Background: an optimization exercise with open tools, aiming at small area. Do not read the settings as production practice.
In this exercise RTL edits were held to simulation tests only and were not proved equivalent to the original.
The clock input has no modelled driver; a real chip could not lean on it and would need a root buffer or a full tree.
Power figures rest on the tool's default switching activity, not on a simulated workload.

==> inputs of v19 <==
==> flow/design.v <==
`timescale 1ns / 1ps
module pwm( input clk,
            input rst,
            output reg [7:0] hi
    );
    reg [8:0] lo;
    wire lz = ~|lo[7:0];
    wire carry = lo[8] & lz;                   
    wire fb = lo[8] ^ lo[4] ^ lz;
    wire h194 = hi[7] & hi[6] & hi[1] & ~hi[0];
    wire h195 = hi[7] & hi[6] & hi[1] & hi[0];
    always @(posedge clk or posedge rst)
        if (rst) begin
            lo <= 9'd0;
            hi <= 8'd0;
        end else begin
            lo <= {lo[7:0], fb} | ((carry & h194) ? 9'b110110110 : 9'b0);
            if (carry)
                hi <= (hi + 8'd1) & ~(h195 ? 8'b11000100 : 8'b0);
        end
endmodule
`timescale 1ns / 1ps
module knightrider(
    input clk,
    input rst,
    input [1:0] mode,
    output [7:0] led
    );
parameter [20:0] speed=21'd2_097_100;
parameter [14:0] delay1=15'd19_512;
parameter [14:0] delay2=15'd15_512;
parameter [20:0] KRT0 = 21'h001100;
localparam [14:0] DEL0 = 15'h7FFF - delay1;
localparam [14:0] DEL2 = delay2 + DEL0;
reg [20:0] krt_cnt;
reg [14:0] del_cnt;
reg [2:0] pos;        
reg direction;        
reg [63:0] data;
reg [7:0] slow;
wire kr_tick = ~|krt_cnt[19:0];
wire run = ~kr_tick & ~mode[0];
wire kt = kr_tick & ~mode[0];
wire [15:0] dc;
assign dc[0] = run;
genvar k;
generate for (k = 0; k < 15; k = k + 1) begin : dch
    assign dc[k+1] = dc[k] & del_cnt[k];
end endgenerate
wire dt = mode[1] ? dc[15] : (run & (del_cnt == DEL2));
wire [7:0] phi;
pwm pwm_0 (.clk(clk), .rst(rst), .hi(phi));
always @(posedge clk)
    if (rst | kr_tick)
        krt_cnt <= KRT0;
    else
        krt_cnt <= {krt_cnt[19:0], krt_cnt[20] ^ krt_cnt[18]};
always @(posedge clk)
    if (rst | dt)
        del_cnt <= DEL0;
    else
        del_cnt <= del_cnt ^ dc[14:0];
always @(posedge clk)
    if (rst) begin
        pos <= 3'd0;
        direction <= 1'b1;
    end else if (kt) begin
        pos <= direction ? pos + 3'd1 : pos - 3'd1;
        direction <= direction ? (pos != 3'd6) : (pos == 3'd1);
    end
genvar i;
generate for (i = 0; i < 8; i = i + 1) begin : ch
    wire [7:0] d = data[8*i +: 8];
    wire [8:0] z;
    assign z[0] = 1'b1;
    for (k = 0; k < 8; k = k + 1) begin : zc
        assign z[k+1] = z[k] & ~d[k];
    end
    wire nz = ~z[8];
    wire dec = dt & (d[7] | (nz & (slow[i] | mode[1])));
    wire set = kt & (pos == i);
    always @(posedge clk) begin
        data[8*i +: 8] <= {8{~rst}} & ({8{set}} | (d ^ ({8{dec}} & z[7:0])));
        slow[i] <= ~rst & (slow[i] ^ (dt & nz & ~d[7]));
    end
    wire [8:0] c;
    assign c[0] = 1'b0;
    for (k = 0; k < 8; k = k + 1) begin : cmp
        assign c[k+1] = (d[k] & ~phi[k]) | ((d[k] | ~phi[k]) & c[k]);
    end
    assign led[i] = c[8];
end endgenerate
endmodule
==> flow/flow/run.sh <==
#!/bin/bash
# The standard layout (standard.sh) with these changes:
#  - synthesis maps with an area-oriented abc script and no adder cells
#  - port buffers are buf_1
#  - the clock tree is rebuilt after CTS as a root inverter and seven leaf
#    inverters, one per cluster of flip-flops (flow/mytree.tcl)
set -euo pipefail
here=$(pwd)
export AREA_ABC_SCRIPT=$here/flow/area.abc
export ADDER_MAP_FILE=
export BUFFER_PORTS_ARGS="-buffer_cell sky130_fd_sc_hd__buf_1"
export CTS_ARGS="-sink_clustering_enable -repair_clock_nets -dont_use_dummy_load -buf_list sky130_fd_sc_hd__clkbuf_8"
export MYTREE_TCL=$here/flow/mytree.tcl
export POST_CTS_TCL=$here/flow/post_cts.tcl
sed "s#SYNTH_SCRIPT=[^ ]*#SYNTH_SCRIPT=$here/flow/synth.tcl#" standard.sh > flow_standard.sh
bash flow_standard.sh > flow.log 2>&1
==> flow/flow/area.abc <==
strash
&get -n
&st
&dch -f
&nf -a -R 1000
&st
&syn2
&dch -f
&nf -a -R 1000
&st
&dch -f
&nf -a -R 1000
&put
==> flow/flow/mytree.tcl <==
# Replace the clock tree that CTS built with a two-level tree: one root
# cell driving one leaf cell per cluster of flip-flops (k-means on their
# locations). With inverters for both levels the clock keeps its polarity.
proc mytree_out { inst } {
  foreach it [$inst getITerms] {
    if { [$it isOutputSignal] } { return $it }
  }
  error "mytree: no output on [$inst getName]"
}
proc mytree_build { nleaf leaf_cell root_cell } {
  set block [ord::get_db_block]
  set db [ord::get_db]
  set leaf_master [$db findMaster $leaf_cell]
  set root_master [$db findMaster $root_cell]
  set clk_port_net [$block findNet clk]
  # flip-flop clock pins
  set sinks {}
  foreach inst [$block getInsts] {
    set m [[$inst getMaster] getName]
    if { [string match "sky130_fd_sc_hd__df*" $m] } {
      set it [$inst findITerm CLK]
      lappend sinks $it
    }
  }
  # remove CTS buffers and their nets
  set old_nets {}
  foreach inst [$block getInsts] {
    set n [$inst getName]
    if { [string match "clkbuf_*" $n] || [string match "clkload*" $n] } {
      foreach it [$inst getITerms] {
        set net [$it getNet]
        if { $net != "NULL" && [$net getName] != "clk" } { lappend old_nets $net }
        $it disconnect
      }
      odb::dbInst_destroy $inst
    }
  }
  foreach it $sinks { $it disconnect }
  foreach net [lsort -unique $old_nets] {
    if { [llength [$net getITerms]] == 0 } { odb::dbNet_destroy $net }
  }
  # k-means on sink locations
  set pts {}
  foreach it $sinks {
    set b [[$it getInst] getBBox]
    lappend pts [list [expr {([$b xMin] + [$b xMax]) / 2}] [expr {([$b yMin] + [$b yMax]) / 2}]]
  }
  set n [llength $pts]
  set sorted [lsort -integer -index 0 $pts]
  set cents {}
  for {set k 0} {$k < $nleaf} {incr k} {
    lappend cents [lindex $sorted [expr {int(($k + 0.5) * $n / $nleaf)}]]
  }
  for {set iter 0} {$iter < 50} {incr iter} {
    set assign {}
    foreach p $pts {
      set best 0; set bd 1e30
      for {set k 0} {$k < $nleaf} {incr k} {
        set c [lindex $cents $k]
        set d [expr {abs([lindex $p 0] - [lindex $c 0]) + abs([lindex $p 1] - [lindex $c 1])}]
        if { $d < $bd } { set bd $d; set best $k }
      }
      lappend assign $best
    }
    set newc {}
    for {set k 0} {$k < $nleaf} {incr k} {
      set sx 0; set sy 0; set cnt 0
      foreach p $pts a $assign { if { $a == $k } { incr cnt; set sx [expr {$sx + [lindex $p 0]}]; set sy [expr {$sy + [lindex $p 1]}] } }
      if { $cnt > 0 } { lappend newc [list [expr {$sx / $cnt}] [expr {$sy / $cnt}]] } else { lappend newc [lindex $cents $k] }
    }
    set cents $newc
  }
  # root buffer at the centroid of the leaves
  set rx 0; set ry 0
  foreach c $cents { set rx [expr {$rx + [lindex $c 0]}]; set ry [expr {$ry + [lindex $c 1]}] }
  set rx [expr {$rx / $nleaf}]; set ry [expr {$ry / $nleaf}]
  set root [odb::dbInst_create $block $root_master clkbuf_root]
  $root setLocation $rx $ry
  $root setPlacementStatus PLACED
  [$root findITerm A] connect $clk_port_net
  set rootnet [odb::dbNet_create $block clknet_root]
  $rootnet setSigType CLOCK
  [mytree_out $root] connect $rootnet
  for {set k 0} {$k < $nleaf} {incr k} {
    set c [lindex $cents $k]
    set leaf [odb::dbInst_create $block $leaf_master clkbuf_leaf_$k]
    $leaf setLocation [lindex $c 0] [lindex $c 1]
    $leaf setPlacementStatus PLACED
    [$leaf findITerm A] connect $rootnet
    set lnet [odb::dbNet_create $block clknet_leaf_$k]
    $lnet setSigType CLOCK
    [mytree_out $leaf] connect $lnet
    set cnt 0
    foreach it $sinks a $assign { if { $a == $k } { $it connect $lnet; incr cnt } }
    puts "mytree: leaf $k at $c drives $cnt flip-flops"
  }
  $clk_port_net setSigType CLOCK
}
==> flow/flow/post_cts.tcl <==
# Runs at the end of ORFS's CTS step (POST_CTS_TCL): rebuild the clock tree
# as a root inverter driving seven leaf inverters, one per cluster of
# flip-flops; the two inversions cancel.
source $::env(MYTREE_TCL)
mytree_build 7 sky130_fd_sc_hd__inv_8 sky130_fd_sc_hd__inv_6
detailed_placement
check_placement -verbose
estimate_parasitics -placement
report_clock_skew
==> flow/flow/synth.tcl <==
# The standard flow's synthesis script (synth_recipe.tcl), with abc's mapping script
# replaced by an area-oriented one (flow/area.abc).
proc synth {args} { yosys synth -nofsm -noshare {*}$args }
proc abc {args} {
  set i [lsearch -exact $args -script]
  if { $i >= 0 } { lset args [expr { $i + 1 }] $::env(AREA_ABC_SCRIPT) }
  yosys abc {*}$args
}
source $::env(SCRIPTS_DIR)/synth.tcl
# left out here: clear keep_hierarchy, flatten, clean up, hide names made inside functions, write 1_2_yosys.v
==> flow/standard.sh <==
#!/bin/bash
# synth_recipe.tcl (not shown) runs the flow's synth.tcl, then flattens the netlist and writes it again
# the make line also repeats each setting of config.mk as NAME=value (left out here)
make -C /OpenROAD-flow-scripts/flow DESIGN_CONFIG=/design/flow/config.mk WORK_HOME=/design/flow/orfs CLKGATE_MAP_FILE= SYNTH_SCRIPT=/design/flow/synth_recipe.tcl "${@:-finish}"
==> flow/config.mk <==
export PLATFORM = sky130hd
export DESIGN_NAME = knightrider
export DESIGN_NICKNAME = knightrider
export VERILOG_FILES = /design/flow/design.v
export SDC_FILE = /design/flow/constraint.sdc
export NUM_CORES = 4
export LEC_CHECK = 0
export CAP_MARGIN = 0
export CORE_MARGIN = 2
export CORE_UTILIZATION = 85
export GPL_TIMING_DRIVEN = 0
export SLEW_MARGIN = 0
==> flow/constraint.sdc <==
create_clock -name core_clock -period 10.0 [get_ports {clk}]
set_input_delay 2.0000 -clock core_clock [delete_from_list [all_inputs] [get_ports {clk}]]
set_output_delay 2.0000 -clock core_clock [all_outputs]
set_load 0.01 [all_outputs]
==> v7 (differences from v19) <==
--- a/flow/config.mk
+++ b/flow/config.mk
@@ -6,7 +6,6 @@
 export NUM_CORES = 4
 export LEC_CHECK = 0
-export CAP_MARGIN = 0
+export CAP_MARGIN = 10
 export CORE_MARGIN = 2
 export CORE_UTILIZATION = 85
-export GPL_TIMING_DRIVEN = 0
-export SLEW_MARGIN = 0
+export SLEW_MARGIN = 10
==> summary.txt <==
metric	v7	v19
Outcome	timing/DRC/antenna clean	timing/DRC/antenna clean
Utilization of the core after routing	90.3%	90.5%
Arrival time of data at the critical path endpoint	5710 ps	5880 ps
Multi-input combinational area share	48.1%	47.9%
Power density over cell area	135 mW/mm2	137 mW/mm2
Met2 capacity usage during global routing	70.8%	74.1%
Fin crit period	5550 ps	5690 ps
Maximum number of pins on one net before global-route repair	75	39
Register-to-register setup slack	5500 ps	5390 ps
Internal power	0.560 mW	0.561 mW
Fraction of met3 tracks used by global routing	5.93%	8.01%
Stage delay of the slowest cell on the critical path	560 ps	590 ps
Hold_ws	392 ps	414 ps
Comb pwr share	4.4%	4.6%
Wire length per cell after detailed routing	20.4 um	21.6 um
Filler cell count	255	241
Power share of the sequential group	68.7%	67.9%
CP Depth	16	15
Switching Fraction	26.9%	27.7%
Total length of routed met2 wires	6.91 mm	7.21 mm
Grt met1 use	50.9%	49.1%
In every run of this note, the design's own scripts or RTL, not TritonCTS, make the clock network.

re-timing with driven ports:
The results above use ideal ports. As a check the final layouts listed here were re-extracted and re-timed, cells and wires unchanged. Step 1 (the two cells are an assumption about what drives the block):
set clk [get_ports {clk}]
set_driving_cell -lib_cell sky130_fd_sc_hd__clkbuf_16 $clk
set_driving_cell -lib_cell sky130_fd_sc_hd__buf_2 [delete_from_list [all_inputs] $clk]
Step 2 moves the port delays by t, midway between the first and last clock arrival at a register: inputs arrive t later, outputs are due t later. That takes back most of the time a late clock gives input paths. Slacks: ideal ports / drivers / drivers and shift; pairs: ideal ports / drivers.
run | shift t [ns] | setup WS [ns] | hold slack, ns | worst setup path after step 2 | latest minus earliest clock arrival (ns)
v19 | 0.285 | 4.305 / 4.329 / 4.044 | 0.414 / 0.414 / 0.414 | input to register | 0.020 / 0.020
v7 | 0.277 | 4.454 / 4.419 / 4.205 | 0.392 / 0.392 / 0.392 | input to register | 0.011 / 0.012
After both steps setup and hold are still met in every run listed. For v19, which loses most, drivers alone change the setup slack by +0.024 ns; drivers and shift together by -0.261 ns.
